From an optimization exercise on the open Yosys and OpenROAD flow, aimed at small area and a short achievable clock period; shortcuts taken in it are not production practice.
No functional check of the RTL was part of any run shown here.

[flow/design.v]
`timescale 1ns / 1ps
module fa (input wire a, b, c, output wire s, co);
    assign s = a ^ b ^ c;
    assign co = (a & b) | (a & c) | (b & c);
endmodule
module ha (input wire a, b, output wire s, co);
    assign s = a ^ b;
    assign co = a & b;
endmodule
module mj (input wire a, b, c, output wire y);
    assign y = (a & b) | (a & c) | (b & c);
endmodule
module bsel (input wire one, two, neg, a, b, output wire y);
    assign y = ((one & a) | (two & b)) ^ neg;
endmodule
module c8net (
    input wire [7:0] g,
    input wire [7:0] p,
    output wire [7:0] c
);
    wire g_1 = g[1] | (p[1] & g[0]);
    wire p_1 = p[1] & p[0];
    wire g_2 = g[3] | (p[3] & g[2]);
    wire p_2 = p[3] & p[2];
    wire g_3 = g[5] | (p[5] & g[4]);
    wire p_3 = p[5] & p[4];
    wire g_4 = g[7] | (p[7] & g[6]);
    wire p_4 = p[7] & p[6];
    wire g_5 = g_2 | (p_2 & g_1);
    wire p_5 = p_2 & p_1;
    wire g_6 = g_4 | (p_4 & g_3);
    wire p_6 = p_4 & p_3;
    wire g_7 = g_6 | (p_6 & g_5);
    wire p_7 = p_6 & p_5;
    wire g_8 = g_3 | (p_3 & g_5);
    wire p_8 = p_3 & p_5;
    wire g_9 = g[2] | (p[2] & g_1);
    wire p_9 = p[2] & p_1;
    wire g_10 = g[4] | (p[4] & g_5);
    wire p_10 = p[4] & p_5;
    wire g_11 = g[6] | (p[6] & g_8);
    wire p_11 = p[6] & p_8;
    assign c = {g_7, g_11, g_8, g_10, g_5, g_9, g_1, g[0]};
endmodule
module add_s_c (
    input wire [15:0] g,
    input wire [15:0] p,
    output wire [15:0] c
);
    wire g_1 = g[1] | (p[1] & g[0]);
    wire p_1 = p[1] & p[0];
    wire g_2 = g[3] | (p[3] & g[2]);
    wire p_2 = p[3] & p[2];
    wire g_3 = g[5] | (p[5] & g[4]);
    wire p_3 = p[5] & p[4];
    wire g_4 = g[7] | (p[7] & g[6]);
    wire p_4 = p[7] & p[6];
    wire g_5 = g[9] | (p[9] & g[8]);
    wire p_5 = p[9] & p[8];
    wire g_6 = g[11] | (p[11] & g[10]);
    wire p_6 = p[11] & p[10];
    wire g_7 = g[13] | (p[13] & g[12]);
    wire p_7 = p[13] & p[12];
    wire g_8 = g[15] | (p[15] & g[14]);
    wire p_8 = p[15] & p[14];
    wire g_9 = g[2] | (p[2] & g_1);
    wire p_9 = p[2] & p_1;
    wire g_10 = g_2 | (p_2 & g_1);
    wire p_10 = p_2 & p_1;
    wire g_11 = g[6] | (p[6] & g_3);
    wire p_11 = p[6] & p_3;
    wire g_12 = g_4 | (p_4 & g_3);
    wire p_12 = p_4 & p_3;
    wire g_13 = g[10] | (p[10] & g_5);
    wire p_13 = p[10] & p_5;
    wire g_14 = g_6 | (p_6 & g_5);
    wire p_14 = p_6 & p_5;
    wire g_15 = g[14] | (p[14] & g_7);
    wire p_15 = p[14] & p_7;
    wire g_16 = g_8 | (p_8 & g_7);
    wire p_16 = p_8 & p_7;
    wire g_17 = g[4] | (p[4] & g_10);
    wire p_17 = p[4] & p_10;
    wire g_18 = g_3 | (p_3 & g_10);
    wire p_18 = p_3 & p_10;
    wire g_19 = g_11 | (p_11 & g_10);
    wire p_19 = p_11 & p_10;
    wire g_20 = g_12 | (p_12 & g_10);
    wire p_20 = p_12 & p_10;
    wire g_21 = g[12] | (p[12] & g_14);
    wire p_21 = p[12] & p_14;
    wire g_22 = g_7 | (p_7 & g_14);
    wire p_22 = p_7 & p_14;
    wire g_23 = g_15 | (p_15 & g_14);
    wire p_23 = p_15 & p_14;
    wire g_24 = g_16 | (p_16 & g_14);
    wire p_24 = p_16 & p_14;
    wire g_25 = g[8] | (p[8] & g_20);
    wire p_25 = p[8] & p_20;
    wire g_26 = g_5 | (p_5 & g_20);
    wire p_26 = p_5 & p_20;
    wire g_27 = g_13 | (p_13 & g_20);
    wire p_27 = p_13 & p_20;
    wire g_28 = g_14 | (p_14 & g_20);
    wire p_28 = p_14 & p_20;
    wire g_29 = g_21 | (p_21 & g_20);
    wire p_29 = p_21 & p_20;
    wire g_30 = g_22 | (p_22 & g_20);
    wire p_30 = p_22 & p_20;
    wire g_31 = g_23 | (p_23 & g_20);
    wire p_31 = p_23 & p_20;
    wire g_32 = g_24 | (p_24 & g_20);
    wire p_32 = p_24 & p_20;
    assign c = {g_32, g_31, g_30, g_29, g_28, g_27, g_26, g_25, g_20, g_19, g_18, g_17, g_10, g_9, g_1, g[0]};
endmodule
module add_s (
    input wire [15:0] a,
    input wire [15:0] b,
    output wire [15:0] s
);
    wire [15:0] p0 = a ^ b;
    wire [15:0] g0 = a & b;
    wire [15:0] cc;
    add_s_c cn (.g(g0), .p(p0), .c(cc));
    assign s = p0 ^ {cc[14:0], 1'b0};
endmodule
module add_p_c (
    input wire [7:0] g,
    input wire [7:0] p,
    output wire [7:0] c
);
    wire g_1 = g[1] | (p[1] & g[0]);
    wire p_1 = p[1] & p[0];
    wire g_2 = g[3] | (p[3] & g[2]);
    wire p_2 = p[3] & p[2];
    wire g_3 = g[5] | (p[5] & g[4]);
    wire p_3 = p[5] & p[4];
    wire g_4 = g[7] | (p[7] & g[6]);
    wire p_4 = p[7] & p[6];
    wire g_5 = g_2 | (p_2 & g_1);
    wire p_5 = p_2 & p_1;
    wire g_6 = g_4 | (p_4 & g_3);
    wire p_6 = p_4 & p_3;
    wire g_7 = g_6 | (p_6 & g_5);
    wire p_7 = p_6 & p_5;
    wire g_8 = g_3 | (p_3 & g_5);
    wire p_8 = p_3 & p_5;
    wire g_9 = g[2] | (p[2] & g_1);
    wire p_9 = p[2] & p_1;
    wire g_10 = g[4] | (p[4] & g_5);
    wire p_10 = p[4] & p_5;
    wire g_11 = g[6] | (p[6] & g_8);
    wire p_11 = p[6] & p_8;
    assign c = {g_7, g_11, g_8, g_10, g_5, g_9, g_1, g[0]};
endmodule
module add_p (
    input wire [7:0] a,
    input wire [7:0] b,
    output wire [7:0] s
);
    wire [7:0] p0 = a ^ b;
    wire [7:0] g0 = a & b;
    wire [7:0] cc;
    add_p_c cn (.g(g0), .p(p0), .c(cc));
    assign s = p0 ^ {cc[6:0], 1'b0};
endmodule
module uhi (input wire [7:0] x, input wire [15:0] v, output wire [15:0] u);
    wire kk;
    lt8 cmp (.a(x), .b({~v[7], v[6:0]}), .y(kk));
    wire [7:0] hi = v[15:8];
    wire [7:0] inc, dec;
    incdec id (.a(hi), .inc(inc), .dec(dec));
    wire up = v[7] & kk, dn = ~v[7] & ~kk;
    assign u[7:0] = x;
    assign u[15:8] = ({8{up}} & inc) | ({8{dn}} & dec) | ({8{~(up | dn)}} & hi);
endmodule
module lt8 (input wire [7:0] a, input wire [7:0] b, output wire y);
    wire [7:0] l [0:3];
    wire [7:0] e [0:3];
    assign l[0] = ~a & b;
    assign e[0] = ~(a ^ b);
    genvar k, i;
    generate for (k = 0; k < 3; k = k + 1) begin : lv
        for (i = 0; i < 8; i = i + 1) begin : bt
            if (i >= (1 << k)) begin : m
                assign l[k+1][i] = l[k][i] | (e[k][i] & l[k][i-(1<<k)]);
                assign e[k+1][i] = e[k][i] & e[k][i-(1<<k)];
            end else begin : p
                assign l[k+1][i] = l[k][i];
                assign e[k+1][i] = e[k][i];
            end
        end
    end endgenerate
    assign y = l[3][7];
endmodule
module incdec (input wire [7:0] a, output wire [7:0] inc, output wire [7:0] dec);
    genvar i;
    assign inc[0] = ~a[0];
    assign dec[0] = ~a[0];
    generate for (i = 1; i < 8; i = i + 1) begin : c
        assign inc[i] = a[i] ^ (&a[i-1:0]);
        assign dec[i] = a[i] ^ ~(|a[i-1:0]);
    end endgenerate
endmodule
`timescale 1ns / 1ps
module lt16 (input wire [15:0] a, input wire [15:0] b, output wire y);
    wire [15:0] ua = {~a[15], a[14:0]}, ub = {~b[15], b[14:0]};
    wire [15:0] l [0:4];
    wire [15:0] e [0:4];
    assign l[0] = ~ua & ub;
    assign e[0] = ~(ua ^ ub);
    genvar k, i;
    generate for (k = 0; k < 4; k = k + 1) begin : lv
        for (i = 0; i < 16; i = i + 1) begin : bt
            if (i >= (1 << k)) begin : m
                assign l[k+1][i] = l[k][i] | (e[k][i] & l[k][i-(1<<k)]);
                assign e[k+1][i] = e[k][i] & e[k][i-(1<<k)];
            end else begin : p
                assign l[k+1][i] = l[k][i];
                assign e[k+1][i] = e[k][i];
            end
        end
    end endgenerate
    assign y = l[4][15];
endmodule
module lif_neuron_q8_8 (
    input  wire [15:0] a, b, c,
    input  wire ca, cb, cc,
    output wire [15:0] m
);
    wire [15:0] ra = ca ? 16'h0000 : a;
    wire [15:0] rb = cb ? 16'h0000 : b;
    wire [15:0] rc = cc ? 16'h0000 : c;
    wire uab, ubc, uac;
    lt16 c0 (.a(a), .b(b), .y(uab));
    lt16 c1 (.a(b), .b(c), .y(ubc));
    lt16 c2 (.a(a), .b(c), .y(uac));
    wire pa = ~a[15] & (|a), pb = ~b[15] & (|b), pc = ~c[15] & (|c);
    wire ab = (ca & cb) ? 1'b0 : ca ? pb : cb ? a[15] : uab;
    wire bc = (cb & cc) ? 1'b0 : cb ? pc : cc ? b[15] : ubc;
    wire ac = (ca & cc) ? 1'b0 : ca ? pc : cc ? a[15] : uac;
    wire sa = ab ^ ac;
    wire sb = ~sa & ~(ab ^ bc);
    wire sc = ~sa & (ab ^ bc);
    assign m = ({16{sa}} & ra) | ({16{sb}} & rb) | ({16{sc}} & rc);
endmodule
`timescale 1ns / 1ps
module fixed_point_q8_8 (
    input wire [15:0] V_in,
    input wire [15:0] I_in,
    input wire [7:0] one,
    input wire [7:0] two,
    input wire [7:0] neg,
    output wire [7:0] X
);
    wire [15:0] s;
    add_s as (.a(I_in), .b(V_in), .s(s));
    wire pp1 = (one[0] & s[0]) ^ neg[0];
    wire pp2 = ((one[0] & s[1]) | (two[0] & s[0])) ^ neg[0];
    wire pp3 = ((one[0] & s[2]) | (two[0] & s[1])) ^ neg[0];
    wire pp4 = ((one[0] & s[3]) | (two[0] & s[2])) ^ neg[0];
    wire pp5 = ((one[0] & s[4]) | (two[0] & s[3])) ^ neg[0];
    wire pp6 = ((one[0] & s[5]) | (two[0] & s[4])) ^ neg[0];
    wire pp7 = ((one[0] & s[6]) | (two[0] & s[5])) ^ neg[0];
    wire pp8 = ((one[0] & s[7]) | (two[0] & s[6])) ^ neg[0];
    wire pp9 = ((one[0] & s[8]) | (two[0] & s[7])) ^ neg[0];
    wire pp10 = ((one[0] & s[9]) | (two[0] & s[8])) ^ neg[0];
    wire pp11 = ((one[0] & s[10]) | (two[0] & s[9])) ^ neg[0];
    wire pp12 = ((one[0] & s[11]) | (two[0] & s[10])) ^ neg[0];
    wire pp13 = ((one[0] & s[12]) | (two[0] & s[11])) ^ neg[0];
    wire pp14 = ((one[0] & s[13]) | (two[0] & s[12])) ^ neg[0];
    wire pp15 = ((one[0] & s[14]) | (two[0] & s[13])) ^ neg[0];
    wire pp16 = ((one[0] & s[15]) | (two[0] & s[14])) ^ neg[0];
    wire pp17 = (one[1] & s[0]) ^ neg[1];
    wire pp18 = ((one[1] & s[1]) | (two[1] & s[0])) ^ neg[1];
    wire pp19 = ((one[1] & s[2]) | (two[1] & s[1])) ^ neg[1];
    wire pp20 = ((one[1] & s[3]) | (two[1] & s[2])) ^ neg[1];
    wire pp21 = ((one[1] & s[4]) | (two[1] & s[3])) ^ neg[1];
    wire pp22 = ((one[1] & s[5]) | (two[1] & s[4])) ^ neg[1];
    wire pp23 = ((one[1] & s[6]) | (two[1] & s[5])) ^ neg[1];
    wire pp24 = ((one[1] & s[7]) | (two[1] & s[6])) ^ neg[1];
    wire pp25 = ((one[1] & s[8]) | (two[1] & s[7])) ^ neg[1];
    wire pp26 = ((one[1] & s[9]) | (two[1] & s[8])) ^ neg[1];
    wire pp27 = ((one[1] & s[10]) | (two[1] & s[9])) ^ neg[1];
    wire pp28 = ((one[1] & s[11]) | (two[1] & s[10])) ^ neg[1];
    wire pp29 = ((one[1] & s[12]) | (two[1] & s[11])) ^ neg[1];
    wire pp30 = ((one[1] & s[13]) | (two[1] & s[12])) ^ neg[1];
    wire pp31 = (one[2] & s[0]) ^ neg[2];
    wire pp32 = ((one[2] & s[1]) | (two[2] & s[0])) ^ neg[2];
    wire pp33 = ((one[2] & s[2]) | (two[2] & s[1])) ^ neg[2];
    wire pp34 = ((one[2] & s[3]) | (two[2] & s[2])) ^ neg[2];
    wire pp35 = ((one[2] & s[4]) | (two[2] & s[3])) ^ neg[2];
    wire pp36 = ((one[2] & s[5]) | (two[2] & s[4])) ^ neg[2];
    wire pp37 = ((one[2] & s[6]) | (two[2] & s[5])) ^ neg[2];
    wire pp38 = ((one[2] & s[7]) | (two[2] & s[6])) ^ neg[2];
    wire pp39 = ((one[2] & s[8]) | (two[2] & s[7])) ^ neg[2];
    wire pp40 = ((one[2] & s[9]) | (two[2] & s[8])) ^ neg[2];
    wire pp41 = ((one[2] & s[10]) | (two[2] & s[9])) ^ neg[2];
    wire pp42 = ((one[2] & s[11]) | (two[2] & s[10])) ^ neg[2];
    wire pp43 = (one[3] & s[0]) ^ neg[3];
    wire pp44 = ((one[3] & s[1]) | (two[3] & s[0])) ^ neg[3];
    wire pp45 = ((one[3] & s[2]) | (two[3] & s[1])) ^ neg[3];
    wire pp46 = ((one[3] & s[3]) | (two[3] & s[2])) ^ neg[3];
    wire pp47 = ((one[3] & s[4]) | (two[3] & s[3])) ^ neg[3];
    wire pp48 = ((one[3] & s[5]) | (two[3] & s[4])) ^ neg[3];
    wire pp49 = ((one[3] & s[6]) | (two[3] & s[5])) ^ neg[3];
    wire pp50 = ((one[3] & s[7]) | (two[3] & s[6])) ^ neg[3];
    wire pp51 = ((one[3] & s[8]) | (two[3] & s[7])) ^ neg[3];
    wire pp52 = ((one[3] & s[9]) | (two[3] & s[8])) ^ neg[3];
    wire pp53 = (one[4] & s[0]) ^ neg[4];
    wire pp54 = ((one[4] & s[1]) | (two[4] & s[0])) ^ neg[4];
    wire pp55 = ((one[4] & s[2]) | (two[4] & s[1])) ^ neg[4];
    wire pp56 = ((one[4] & s[3]) | (two[4] & s[2])) ^ neg[4];
    wire pp57 = ((one[4] & s[4]) | (two[4] & s[3])) ^ neg[4];
    wire pp58 = ((one[4] & s[5]) | (two[4] & s[4])) ^ neg[4];
    wire pp59 = ((one[4] & s[6]) | (two[4] & s[5])) ^ neg[4];
    wire pp60 = ((one[4] & s[7]) | (two[4] & s[6])) ^ neg[4];
    wire pp61 = (one[5] & s[0]) ^ neg[5];
    wire pp62 = ((one[5] & s[1]) | (two[5] & s[0])) ^ neg[5];
    wire pp63 = ((one[5] & s[2]) | (two[5] & s[1])) ^ neg[5];
    wire pp64 = ((one[5] & s[3]) | (two[5] & s[2])) ^ neg[5];
    wire pp65 = ((one[5] & s[4]) | (two[5] & s[3])) ^ neg[5];
    wire pp66 = ((one[5] & s[5]) | (two[5] & s[4])) ^ neg[5];
    wire pp67 = (one[6] & s[0]) ^ neg[6];
    wire pp68 = ((one[6] & s[1]) | (two[6] & s[0])) ^ neg[6];
    wire pp69 = ((one[6] & s[2]) | (two[6] & s[1])) ^ neg[6];
    wire pp70 = ((one[6] & s[3]) | (two[6] & s[2])) ^ neg[6];
    wire pp71 = (one[7] & s[0]) ^ neg[7];
    wire pp72 = ((one[7] & s[1]) | (two[7] & s[0])) ^ neg[7];
    wire [7:0] la = {hc90, fs87, hc80, fs77, hc74, pp3, pp2, neg[0]};
    wire [7:0] lb = {hs95, hs89, hs83, hs79, hs75, hs73, 1'b0, pp1};
    wire [7:0] lc;
    wire c8 = lc[7];
    c8net cn8 (.g(la & lb), .p(la ^ lb), .c(lc));
    wire hs73, hc74;
    ha uhs73 (.a(neg[1]), .b(pp17), .s(hs73), .co(hc74));
    wire hs75, hc76;
    ha uhs75 (.a(pp18), .b(pp4), .s(hs75), .co(hc76));
    wire fs77, fc78;
    fa ufs77 (.a(neg[2]), .b(pp19), .c(pp31), .s(fs77), .co(fc78));
    wire hs79, hc80;
    ha uhs79 (.a(pp5), .b(hc76), .s(hs79), .co(hc80));
    wire fs81, fc82;
    fa ufs81 (.a(pp20), .b(pp32), .c(pp6), .s(fs81), .co(fc82));
    wire hs83, hc84;
    ha uhs83 (.a(fc78), .b(fs81), .s(hs83), .co(hc84));
    wire fs85, fc86;
    fa ufs85 (.a(neg[3]), .b(pp21), .c(pp33), .s(fs85), .co(fc86));
    wire fs87, fc88;
    fa ufs87 (.a(pp43), .b(pp7), .c(fc82), .s(fs87), .co(fc88));
    wire hs89, hc90;
    ha uhs89 (.a(fs85), .b(hc84), .s(hs89), .co(hc90));
    wire fs91, fc92;
    fa ufs91 (.a(pp22), .b(pp34), .c(pp44), .s(fs91), .co(fc92));
    wire fs93, fc94;
    fa ufs93 (.a(pp8), .b(fc86), .c(fs91), .s(fs93), .co(fc94));
    wire hs95, hc96;
    ha uhs95 (.a(fc88), .b(fs93), .s(hs95), .co(hc96));
    wire fs97, fc98;
    fa ufs97 (.a(V_in[0]), .b(neg[4]), .c(pp23), .s(fs97), .co(fc98));
    wire fs99, fc100;
    fa ufs99 (.a(pp35), .b(pp45), .c(pp53), .s(fs99), .co(fc100));
    wire fs101, fc102;
    fa ufs101 (.a(pp9), .b(fc92), .c(fs97), .s(fs101), .co(fc102));
    wire fs103, fc104;
    fa ufs103 (.a(fs99), .b(fc94), .c(fs101), .s(fs103), .co(fc104));
    wire hs105, hc106;
    ha uhs105 (.a(hc96), .b(fs103), .s(hs105), .co(hc106));
    wire fs107, fc108;
    fa ufs107 (.a(V_in[1]), .b(pp10), .c(pp24), .s(fs107), .co(fc108));
    wire fs109, fc110;
    fa ufs109 (.a(pp36), .b(pp46), .c(pp54), .s(fs109), .co(fc110));
    wire fs111, fc112;
    fa ufs111 (.a(fc100), .b(fc98), .c(fs107), .s(fs111), .co(fc112));
    wire fs113, fc114;
    fa ufs113 (.a(fs109), .b(fc102), .c(fs111), .s(fs113), .co(fc114));
    wire hs115, hc116;
    ha uhs115 (.a(fc104), .b(fs113), .s(hs115), .co(hc116));
    wire fs117, fc118;
    fa ufs117 (.a(V_in[2]), .b(neg[5]), .c(pp11), .s(fs117), .co(fc118));
    wire fs119, fc120;
    fa ufs119 (.a(pp25), .b(pp37), .c(pp47), .s(fs119), .co(fc120));
    wire fs121, fc122;
    fa ufs121 (.a(pp55), .b(pp61), .c(fc108), .s(fs121), .co(fc122));
    wire fs123, fc124;
    fa ufs123 (.a(fc110), .b(fs117), .c(fs119), .s(fs123), .co(fc124));
    wire fs125, fc126;
    fa ufs125 (.a(fc112), .b(fs121), .c(fs123), .s(fs125), .co(fc126));
    wire hs127, hc128;
    ha uhs127 (.a(fc114), .b(fs125), .s(hs127), .co(hc128));
    wire fs129, fc130;
    fa ufs129 (.a(V_in[3]), .b(pp12), .c(pp26), .s(fs129), .co(fc130));
    wire fs131, fc132;
    fa ufs131 (.a(pp38), .b(pp48), .c(pp56), .s(fs131), .co(fc132));
    wire fs133, fc134;
    fa ufs133 (.a(pp62), .b(fc118), .c(fc120), .s(fs133), .co(fc134));
    wire fs135, fc136;
    fa ufs135 (.a(fs129), .b(fs131), .c(fc122), .s(fs135), .co(fc136));
    wire fs137, fc138;
    fa ufs137 (.a(fc124), .b(fs133), .c(fs135), .s(fs137), .co(fc138));
    wire hs139, hc140;
    ha uhs139 (.a(fc126), .b(hc128), .s(hs139), .co(hc140));
    wire fs141, fc142;
    fa ufs141 (.a(V_in[4]), .b(neg[6]), .c(pp13), .s(fs141), .co(fc142));
    wire fs143, fc144;
    fa ufs143 (.a(pp27), .b(pp39), .c(pp49), .s(fs143), .co(fc144));
    wire fs145, fc146;
    fa ufs145 (.a(pp57), .b(pp63), .c(pp67), .s(fs145), .co(fc146));
    wire fs147, fc148;
    fa ufs147 (.a(fc130), .b(fc132), .c(fs141), .s(fs147), .co(fc148));
    wire fs149, fc150;
    fa ufs149 (.a(fs143), .b(fs145), .c(fc134), .s(fs149), .co(fc150));
    wire fs151, fc152;
    fa ufs151 (.a(fs147), .b(fc136), .c(fs149), .s(fs151), .co(fc152));
    wire hs153, hc154;
    ha uhs153 (.a(fc138), .b(fs151), .s(hs153), .co(hc154));
    wire fs155, fc156;
    fa ufs155 (.a(V_in[5]), .b(pp14), .c(pp28), .s(fs155), .co(fc156));
    wire fs157, fc158;
    fa ufs157 (.a(pp40), .b(pp50), .c(pp58), .s(fs157), .co(fc158));
    wire fs159, fc160;
    fa ufs159 (.a(pp64), .b(pp68), .c(fc142), .s(fs159), .co(fc160));
    wire fs161, fc162;
    fa ufs161 (.a(fc144), .b(fc146), .c(fs155), .s(fs161), .co(fc162));
    wire fs163, fc164;
    fa ufs163 (.a(fs157), .b(fc148), .c(fs159), .s(fs163), .co(fc164));
    wire fs165, fc166;
    fa ufs165 (.a(fs161), .b(fc150), .c(fs163), .s(fs165), .co(fc166));
    wire hs167, hc168;
    ha uhs167 (.a(fc152), .b(fs165), .s(hs167), .co(hc168));
    wire fs169, fc170;
    fa ufs169 (.a(V_in[6]), .b(neg[7]), .c(pp15), .s(fs169), .co(fc170));
    wire fs171, fc172;
    fa ufs171 (.a(pp29), .b(pp41), .c(pp51), .s(fs171), .co(fc172));
    wire fs173, fc174;
    fa ufs173 (.a(pp59), .b(pp65), .c(pp69), .s(fs173), .co(fc174));
    wire fs175, fc176;
    fa ufs175 (.a(pp71), .b(fc156), .c(fc158), .s(fs175), .co(fc176));
    wire fs177, fc178;
    fa ufs177 (.a(fs169), .b(fs171), .c(fs173), .s(fs177), .co(fc178));
    wire fs179, fc180;
    fa ufs179 (.a(fc160), .b(fc162), .c(fs175), .s(fs179), .co(fc180));
    wire fs181, fc182;
    fa ufs181 (.a(fs177), .b(fc164), .c(fs179), .s(fs181), .co(fc182));
    wire hs183, hc184;
    ha uhs183 (.a(fc166), .b(fs181), .s(hs183), .co(hc184));
    wire fs185;
    fa ufs185 (.a(V_in[7]), .b(pp16), .c(pp30), .s(fs185), .co());
    wire fs187;
    fa ufs187 (.a(pp42), .b(pp52), .c(pp60), .s(fs187), .co());
    wire fs189;
    fa ufs189 (.a(pp66), .b(pp70), .c(pp72), .s(fs189), .co());
    wire fs191;
    fa ufs191 (.a(fc170), .b(fc172), .c(fc174), .s(fs191), .co());
    wire fs193;
    fa ufs193 (.a(fs185), .b(fs187), .c(fs189), .s(fs193), .co());
    wire fs195;
    fa ufs195 (.a(fc176), .b(fc178), .c(fs191), .s(fs195), .co());
    wire fs197;
    fa ufs197 (.a(fs193), .b(fc180), .c(fs195), .s(fs197), .co());
    wire hs199 = fc182 ^ fs197;
    wire [7:0] ra = {hc184, hc168, hc154, hc140, fs137, hc116, hc106, hs105};
    wire [7:0] rb = {hs199, hs183, hs167, hs153, hs139, hs127, hs115, c8};
    wire [7:0] x;
    add_p ap (.a(ra), .b(rb), .s(x));
    assign X = x;
endmodule
module tmr_lif_neuron (
    input signed [15:0] V_in1, V_in2, V_in3,
    input signed [15:0] I_in1, I_in2, I_in3,
    input signed [15:0] dt_tau,
    input wire clk, rst,
    output wire signed [15:0] V_out,
    output wire spike
);
    wire [16:0] dx = {dt_tau, 1'b0};
    wire [7:0] one, two, neg;
    genvar g;
    generate for (g = 0; g < 8; g = g + 1) begin : enc
        assign one[g] = dx[2*g+1] ^ dx[2*g];
        assign two[g] = (dx[2*g+2] & ~dx[2*g+1] & ~dx[2*g]) | (~dx[2*g+2] & dx[2*g+1] & dx[2*g]);
        assign neg[g] = dx[2*g+2];
    end endgenerate
    reg [2:0] c;
    reg [7:0] x1;
    wire [7:0] x1_d;
    reg [15:0] v1;
    fixed_point_q8_8 l1 (.V_in(V_in1), .I_in(I_in1), .one(one), .two(two), .neg(neg), .X(x1_d));
    wire [15:0] u1;
    uhi uh1 (.x(x1), .v(v1), .u(u1));
    wire signed [15:0] r1 = c[0] ? 16'h0000 : u1;
    reg [7:0] x2;
    wire [7:0] x2_d;
    reg [15:0] v2;
    fixed_point_q8_8 l2 (.V_in(V_in2), .I_in(I_in2), .one(one), .two(two), .neg(neg), .X(x2_d));
    wire [15:0] u2;
    uhi uh2 (.x(x2), .v(v2), .u(u2));
    wire signed [15:0] r2 = c[1] ? 16'h0000 : u2;
    reg [7:0] x3;
    wire [7:0] x3_d;
    reg [15:0] v3;
    fixed_point_q8_8 l3 (.V_in(V_in3), .I_in(I_in3), .one(one), .two(two), .neg(neg), .X(x3_d));
    wire [15:0] u3;
    uhi uh3 (.x(x3), .v(v3), .u(u3));
    wire signed [15:0] r3 = c[2] ? 16'h0000 : u3;
    lif_neuron_q8_8 vote (.a(u1), .b(u2), .c(u3), .ca(c[0]), .cb(c[1]), .cc(c[2]), .m(V_out));
    reg rs;
    assign spike = ~rs & ((c[0] & c[1]) | (c[1] & c[2]) | (c[0] & c[2]));
    always @(posedge clk or posedge rst) begin
        if (rst) begin
            c <= 3'b111;
            rs <= 1'b1;
        end else begin
            c <= {r3 >= 16'sh3200, r2 >= 16'sh3200, r1 >= 16'sh3200};
            rs <= 1'b0;
        end
    end
    always @(posedge clk) begin
        x1 <= x1_d;
        v1 <= V_in1;
        x2 <= x2_d;
        v2 <= V_in2;
        x3 <= x3_d;
        v3 <= V_in3;
    end
endmodule
[flow/standard.sh]
#!/bin/bash
# synth_recipe.tcl (not shown) runs the flow's synth.tcl, then flattens the netlist and writes it again
# the make line also repeats each setting of config.mk as NAME=value (left out here)
make -C /OpenROAD-flow-scripts/flow DESIGN_CONFIG=/design/flow/config.mk WORK_HOME=/design/flow/orfs CLKGATE_MAP_FILE= SYNTH_SCRIPT=/design/flow/synth_recipe.tcl "${@:-finish}"
[flow/constraint.sdc]
create_clock -name core_clock -period 13.0 [get_ports {clk}]
set_input_delay 2.6000 -clock core_clock [delete_from_list [all_inputs] [get_ports {clk}]]
set_output_delay 2.6000 -clock core_clock [all_outputs]
set_load 0.01 [all_outputs]
[flow/config.mk]
export PLATFORM = sky130hd
export DESIGN_NAME = tmr_lif_neuron
export DESIGN_NICKNAME = tmr_lif_neuron
export VERILOG_FILES = /design/flow/design.v
export SDC_FILE = /design/flow/constraint.sdc
export NUM_CORES = 4
export LEC_CHECK = 0
export ABC_AREA = 0
export CAP_MARGIN = 20
export CORE_MARGIN = 2
export CORE_UTILIZATION = 50
export SETUP_SLACK_MARGIN = 5.0
export SLEW_MARGIN = 20
export SYNTH_HIERARCHICAL = 1
[flow/flow/run.sh]
#!/bin/bash
set -euo pipefail
bash standard.sh "BUFFER_PORTS_ARGS=-buffer_cell sky130_fd_sc_hd__buf_1" SETUP_SLACK_MARGIN=5 finish > make_finish.log 2>&1
==> summary.md, run 1 <==
| Metric | Value |
|---|---|
| Status | `timing/DRC/antenna clean` |
| CTS Buffer Depth | `2` |
| CTS tree | `done` |
| Fin nets | `around 2,200` |
| Die height | `approximately 190 um` |
| Area delta synth->final | `5.128%` |
| Routed WL | `45,670 um` |
| Highest routed layer | `met4` |
| Synth Net Count | `2,235` |
| R2R Path Start | `x3[7]` |
| Starting Density | `50.96%` |
| Fin. max-slew vios | `0` |
| Post-route ant nets | `0` |
| Max_slew headroom | `approximately 30%` |
| Hold/Removal Path Class | `register to register` |
| Setup TNS | `0 ns` |
| Area of the multi-input gates | `0.01350 sq mm` |
| CP Capture Point | `x2[7]` |
| R2r worst-path depth | `12` |
| Total CTS buffers | `9` |
| Arrival @ worst endpoint | `around 8 ns` |
| Clk root buf | `clkbuf_16` |
| Port Buf Inserts | `130` |
| DR vias | `12,860` |
| Tot GR Track Use | `26.30%` |
| Largest net degree at the start of global routing | `46` |
| DIE WIDTH | `186.6 um` |
| Clock sink count | `76` |
| H-tree levels | `3` |
| Worst Setup SP | `I_in2[4]` |
| Row count | `between 60 and 70` |
| CTS clk-pin slew, worst paths | `~0.06 ns` |
| Worst Setup End Kind | `register` |
| R2r endpoint | `c[2]` |
| R2R Setup Slk | `about 10 ns` |
| Non-Filler Instances | `between 2,000 and 2,500` |
| DRC viols | `0` |
| Post-layout instance area | `between 0.015 and 0.02 sq mm` |
| Die area | `0.03481 sq mm` |
| RSZ-0062 raised after global routing | `true` |
| DPL Wire Length | `33,810 um` |
| DRT Pass-1 Iters | `7` |
| Worst slew pin tran | `about 1.0 ns` |
| Area of the core | `0.03270 sq mm` |
| Register area | `~0.0016 sq mm` |
| Ports | `between 100 and 150` |
| Worst Path Required | `~13 ns` |
| Placed cells | `2,149` |
| First-pass GRT wire length | `roughly 73,000 um` |
| Setup crit start kind | `primary input` |
| WL met1 | `around 20,000 um` |
| Tcrit/Tclk final | `between 60% and 70%` |
| Placed Area | `around 0.017 sq mm` |
| Met2 WL | `21,560 um` |
| Clock Latency Late Sink | `around 0.35 ns` |
| Synthesized cell area | `0.01666 sq mm` |
| Total grt overflow | `0` |
| Final setup violation count | `0` |
| Core Util, Final | `between 50 and 60%` |
| Gpl congestion | `0.9060` |
| Setup CP Type | `primary input to register` |
| FMAX | `between 100 and 150 MHz` |
| DR iter-0 viols | `around 1,000` |
| Routed vias/inst | `5.826` |
| Number of global-route vias before repair | `~13,000` |
| Initial antenna violation count | `1` |
| Share of layout cells above drive strength 1 | `13.95%` |
| Crit path time final | `about 8 ns` |
| Post-synthesis instance total | `1,749` |
| Met3 WL post-DR | `between 3000 and 4000 um` |
| Fillers | `slightly above 3,000` |
| Crit-path max FO | `7` |
| Syn avg cell area | `roughly 9.5 sq um` |
| Final Hold Viols | `0` |
| Skew final | `0.01111 ns` |
| Wire per inst | `slightly above 20 um` |
| MaxCap Viol Count | `0` |
| Yosys warnings | `9` |
==> per-stage QoR <==
step | setup WS [ns] | hold WS [ns]
final | 5.199 | 0.7367
after global routing | 4.894 | 0.7904
after CTS | 5.007 | 0.7273
after detailed placement | 4.429 | 0.7182
after global placement | 4.634 | 0.7236
after floorplan | 5.248 | 0.5659
==> metal layers <==
metal | GRT usage, % | up-vias
li1 | - | 5991
met1 | 34.83 | 6340
met2 | 43.66 | 461
met3 | 5.134 | 67
met4 | 7.631 | 0
met5 | 0 | -
==> how the worst min path moves through the flow <==
stage | end | cells after the start | startpoint | slack [ns]
finish | c[0] | 1 | c[0] | 0.74
detailed placement | c[0] | 1 | c[0] | 0.72
global placement | c[0] | 1 | c[0] | 0.72
CTS | c[0] | 1 | c[0] | 0.73
global route | c[2] | 1 | c[2] | 0.79
floorplan | c[0] | 1 | c[0] | 0.57
==> cells in the final DEF, fill, tap and decap left out, drive strengths merged, types with 5 or more instances in the layout <==
master    n
nor4     16
xor2     88
a21oi    55
clkbuf   19
a221o    16
nand2b   16
ha      222
nand4    14
nand3b   10
o21ai    37
inv     141
xnor2   225
nor3      6
nor2b     5
a222oi   24
a21o     48
fa      150
buf     196
dfxtp    72
a22oi   202
a31oi     7
nand3    13
and2     16
a211oi    7
nand2    64
and3     12
nor2     36
==> state kept, by name (all words and copies together) (netlist names) <==
name and cells:
v3 16, x2 8, x3 8, c 3, v1 16, v2 16, rs 1, x1 8
==> cell type report <==
cell class	instances	area share [%]
Sequential cell	76	8.906
Inverter	141	3.021
Multi-Input combinational cell	1328	77.03
Clock inverter	4	0.2928
Timing Repair Buffer	205	6.213
Clock buffer	10	1.364
Tap cell	442	3.157
Antenna cell	1	0.01428
==> repair_timing <==
item,CTS,global route
pin swaps,2,19
endpoints found under the hold margin,0,0
resized for setup,10,57
hold buffers,0,0
setup buffers,4,37
cloned,0,1
endpoints found under the setup margin,25,26
==> critical path, stage by stage <==
cell and delay (ns):
buf_1 0.13, ha_1 0.40, and3_1 0.18, a22o_1 0.27, a41o_4 0.33, nand2_1 0.13
nand2b_1 0.14, xor2_4 0.36, a22oi_2 0.14, xnor2_1 0.20, fa_1 0.44, fa_1 0.43
fa_1 0.52, fa_1 0.42, ha_1 0.30, ha_1 0.33, and3_1 0.21, a22oi_2 0.23
o21ai_1 0.11, xor2_1 0.14
==> run 2: changes to the inputs <==
==> flow/flow/run.sh (replaced) <==
#!/bin/bash
set -euo pipefail
bash standard.sh "BUFFER_PORTS_ARGS=-buffer_cell sky130_fd_sc_hd__buf_1" SETUP_SLACK_MARGIN=6 finish > make_finish.log 2>&1
==> summary.md, run 2 <==
| Metric | Value |
|---|---|
| Status | `timing/DRC/antenna clean` |
| Setup CP Type | `register to output pin` |
| Synth Net Count | `2,235` |
| DR vias | `~14,000` |
| First-pass GRT wire length | `approximately 80,000 um` |
| Clk root buf | `clkbuf_16` |
| Tot GR Track Use | `28.40%` |
| Number of global-route vias before repair | `between 10,000 and 15,000` |
| Total grt overflow | `0` |
| Clock sink count | `76` |
| Share of layout cells above drive strength 1 | `~34%` |
| Ports | `131` |
| Setup crit start kind | `register` |
| Yosys warnings | `9` |
| Die area | `~0.035 sq mm` |
| Port Buf Inserts | `130` |
| Crit path time final | `roughly 7.6 ns` |
| Area of the core | `between 0.03 and 0.04 sq mm` |
| Met2 WL | `about 23,000 um` |
| WL met1 | `approximately 22,000 um` |
| DIE WIDTH | `around 190 um` |
| MaxCap Viol Count | `0` |
| Worst Setup End Kind | `output pin` |
| Biggest registers after layout | `v1 x16, v2 x16, v3 x16` |
| Clock Latency Late Sink | `0.35 ns` |
| Met3 WL post-DR | `approximately 3600 um` |
| DRT Pass-1 Iters | `8` |
| Routed vias/inst | `roughly 6` |
| Highest routed layer | `met4` |
| Gpl congestion | `around 0.86` |
| Row count | `66` |
| DRC viols | `0` |
| Tcrit/Tclk final | `between 50 and 60%` |
| Wire per inst | `roughly 22 um` |
| Most common cell after layout, fill and taps aside | `xnor2_1` |
| FMAX | `between 100 and 150 MHz` |
| CTS tree | `done` |
| Arrival @ worst endpoint | `5.00 ns` |
| Worst slew pin tran | `roughly 0.98 ns` |
| Placed Area | `between 0.015 and 0.02 sq mm` |
| Routed WL | `50,470 um` |
| Final setup violation count | `0` |
| Starting Density | `around half` |
| Fin nets | `around 2,400` |
| Worst Path Required | `10.40 ns` |
| Most frequent cells in the layout | `xnor2_1, buf_4, ha_1` |
| Synthesized cell area | `roughly 0.017 sq mm` |
| Hold/Removal Path Class | `register to register` |
| DPL Wire Length | `between 30,000 and 40,000 um` |
| CTS clk-pin slew, worst paths | `approximately 0.070 ns` |
| Fillers | `around 2,700` |
| Post-layout instance area | `0.02069 sq mm` |
| Crit-path max FO | `8` |
| Syn avg cell area | `around 9.5 sq um` |
| DR iter-0 viols | `1,183` |
| Skew final | `slightly above 0.008 ns` |
| CTS Buffer Depth | `2` |
| Largest net degree at the start of global routing | `51` |
| Initial antenna violation count | `1` |
| Setup TNS | `0 ns` |
| RSZ-0062 raised after global routing | `true` |
| Max_slew headroom | `34.54%` |
| Post-synthesis instance total | `between 1,500 and 2,000` |
| Post-route ant nets | `0` |
| Area delta synth->final | `24.13%` |
| Final Hold Viols | `0` |
| Die height | `approximately 190 um` |
| H-tree levels | `3` |
| Fin. max-slew vios | `0` |
| Total CTS buffers | `9` |
run 2: area by class of cell:
cell class	count	area [sq um]	share of cell area [%]
Clock inverter	3	43.79	0.2117
Timing Repair Buffer	338	2480	11.99
Antenna cell	1	2.502	0.01210
Clock buffer	13	270.3	1.306
Tap cell	442	553.0	2.673
Multi-Input combinational cell	1328	15180	73.40
Sequential cell	76	1614	7.803
Inverter	141	539.3	2.607
run 2: worst paths after layout:
path	startpoint	end	slack, ns	depth (start not counted)
max in group asynchronous	rst	c[2]	10.64	2
min in group asynchronous	rst	c[0]	2.33	2
setup reg to reg	x2[7]	c[1]	10.11	12
hold reg to reg	c[0]	c[0]	0.79	1
setup / recovery	v1[7]	V_out[6]	5.40	24
hold / removal	c[0]	c[0]	0.79	1
run 2: stage by stage:
step / cells / hold slack, ns / worst slack [ns] / util, %
finish: 2342 / 0.7871 / 5.404 / 63.26
global route: 2342 / 0.8227 / 5.186 / 63.26
CTS: 2303 / 0.7459 / 5.575 / 60.67
detailed placement: 2143 / 0.7395 / 4.448 / 52.09
global placement: 2143 / 0.7373 / 4.425 / 52.09
floorplan: 1749 / 0.5659 / 5.605 / -
run 2: per-layer routing:
layer / vias to the layer above / track usage, %
li1: 6255 / -
met1: 6813 / 40.00
met2: 587 / 45.72
met3: 72 / 4.156
met4: 0 / 7.418
met5: - / 0
run 2: critical path: stages, from the launching register on:
cell,delay (ns)
dfxtp_4,0.36
inv_4,0.04
ha_4,0.24
nand4_1,0.14
nor2_1,0.07
or3_4,0.42
ha_4,0.20
buf_6,0.12
a222oi_1,0.35
inv_1,0.21
inv_2,0.11
ha_4,0.14
nand4_4,0.11
nor4_2,0.28
a31oi_1,0.12
o211ai_1,0.19
buf_4,0.19
mux2i_1,0.06
nor2_1,0.12
a31oi_2,0.06
or3_4,0.43
a21oi_4,0.22
buf_12,0.15
a221o_1,0.18
buf_2,0.14
run 2: timing repair:
item / 4_1_cts / 5_1_grt
cloned: 1 / 0
pin swaps: 130 / 133
resized for setup: 269 / 125
endpoints found under the setup margin: 40 / 33
buffers inserted: 143 / 38
hold buffers: 0 / 0

[separate check: timing with driven ports]
The results above use ideal ports. As a check the final layouts listed here were re-extracted and re-timed, cells and wires unchanged.
Step 1 (the two cells are an assumption about what drives the block):
set clk [get_ports {clk}]
set_driving_cell -lib_cell sky130_fd_sc_hd__clkbuf_16 $clk
set_driving_cell -lib_cell sky130_fd_sc_hd__buf_2 [delete_from_list [all_inputs] $clk]
Step 2, shift: input delay + t, output delay - t, t = (earliest + latest rising clock arrival at the registers) / 2. This alone moves slack from input paths to output paths.
Slacks: ideal ports / drivers / drivers and shift; pairs: ideal ports / drivers.
run | shift t [ns] | setup WS [ns] | worst register clock-pin slew, ns | worst slew at a driven data input, ns
run 1 | 0.390 | 5.199 / 5.166 / 4.809 | 0.07 / 0.07 | 0.09
run 2 | 0.398 | 5.404 / 5.352 / 5.248 | 0.07 / 0.07 | 0.10
After both steps setup and hold are still met in every run listed. For run 1, which loses most, drivers alone change the setup slack by -0.033 ns; drivers and shift together by -0.390 ns.
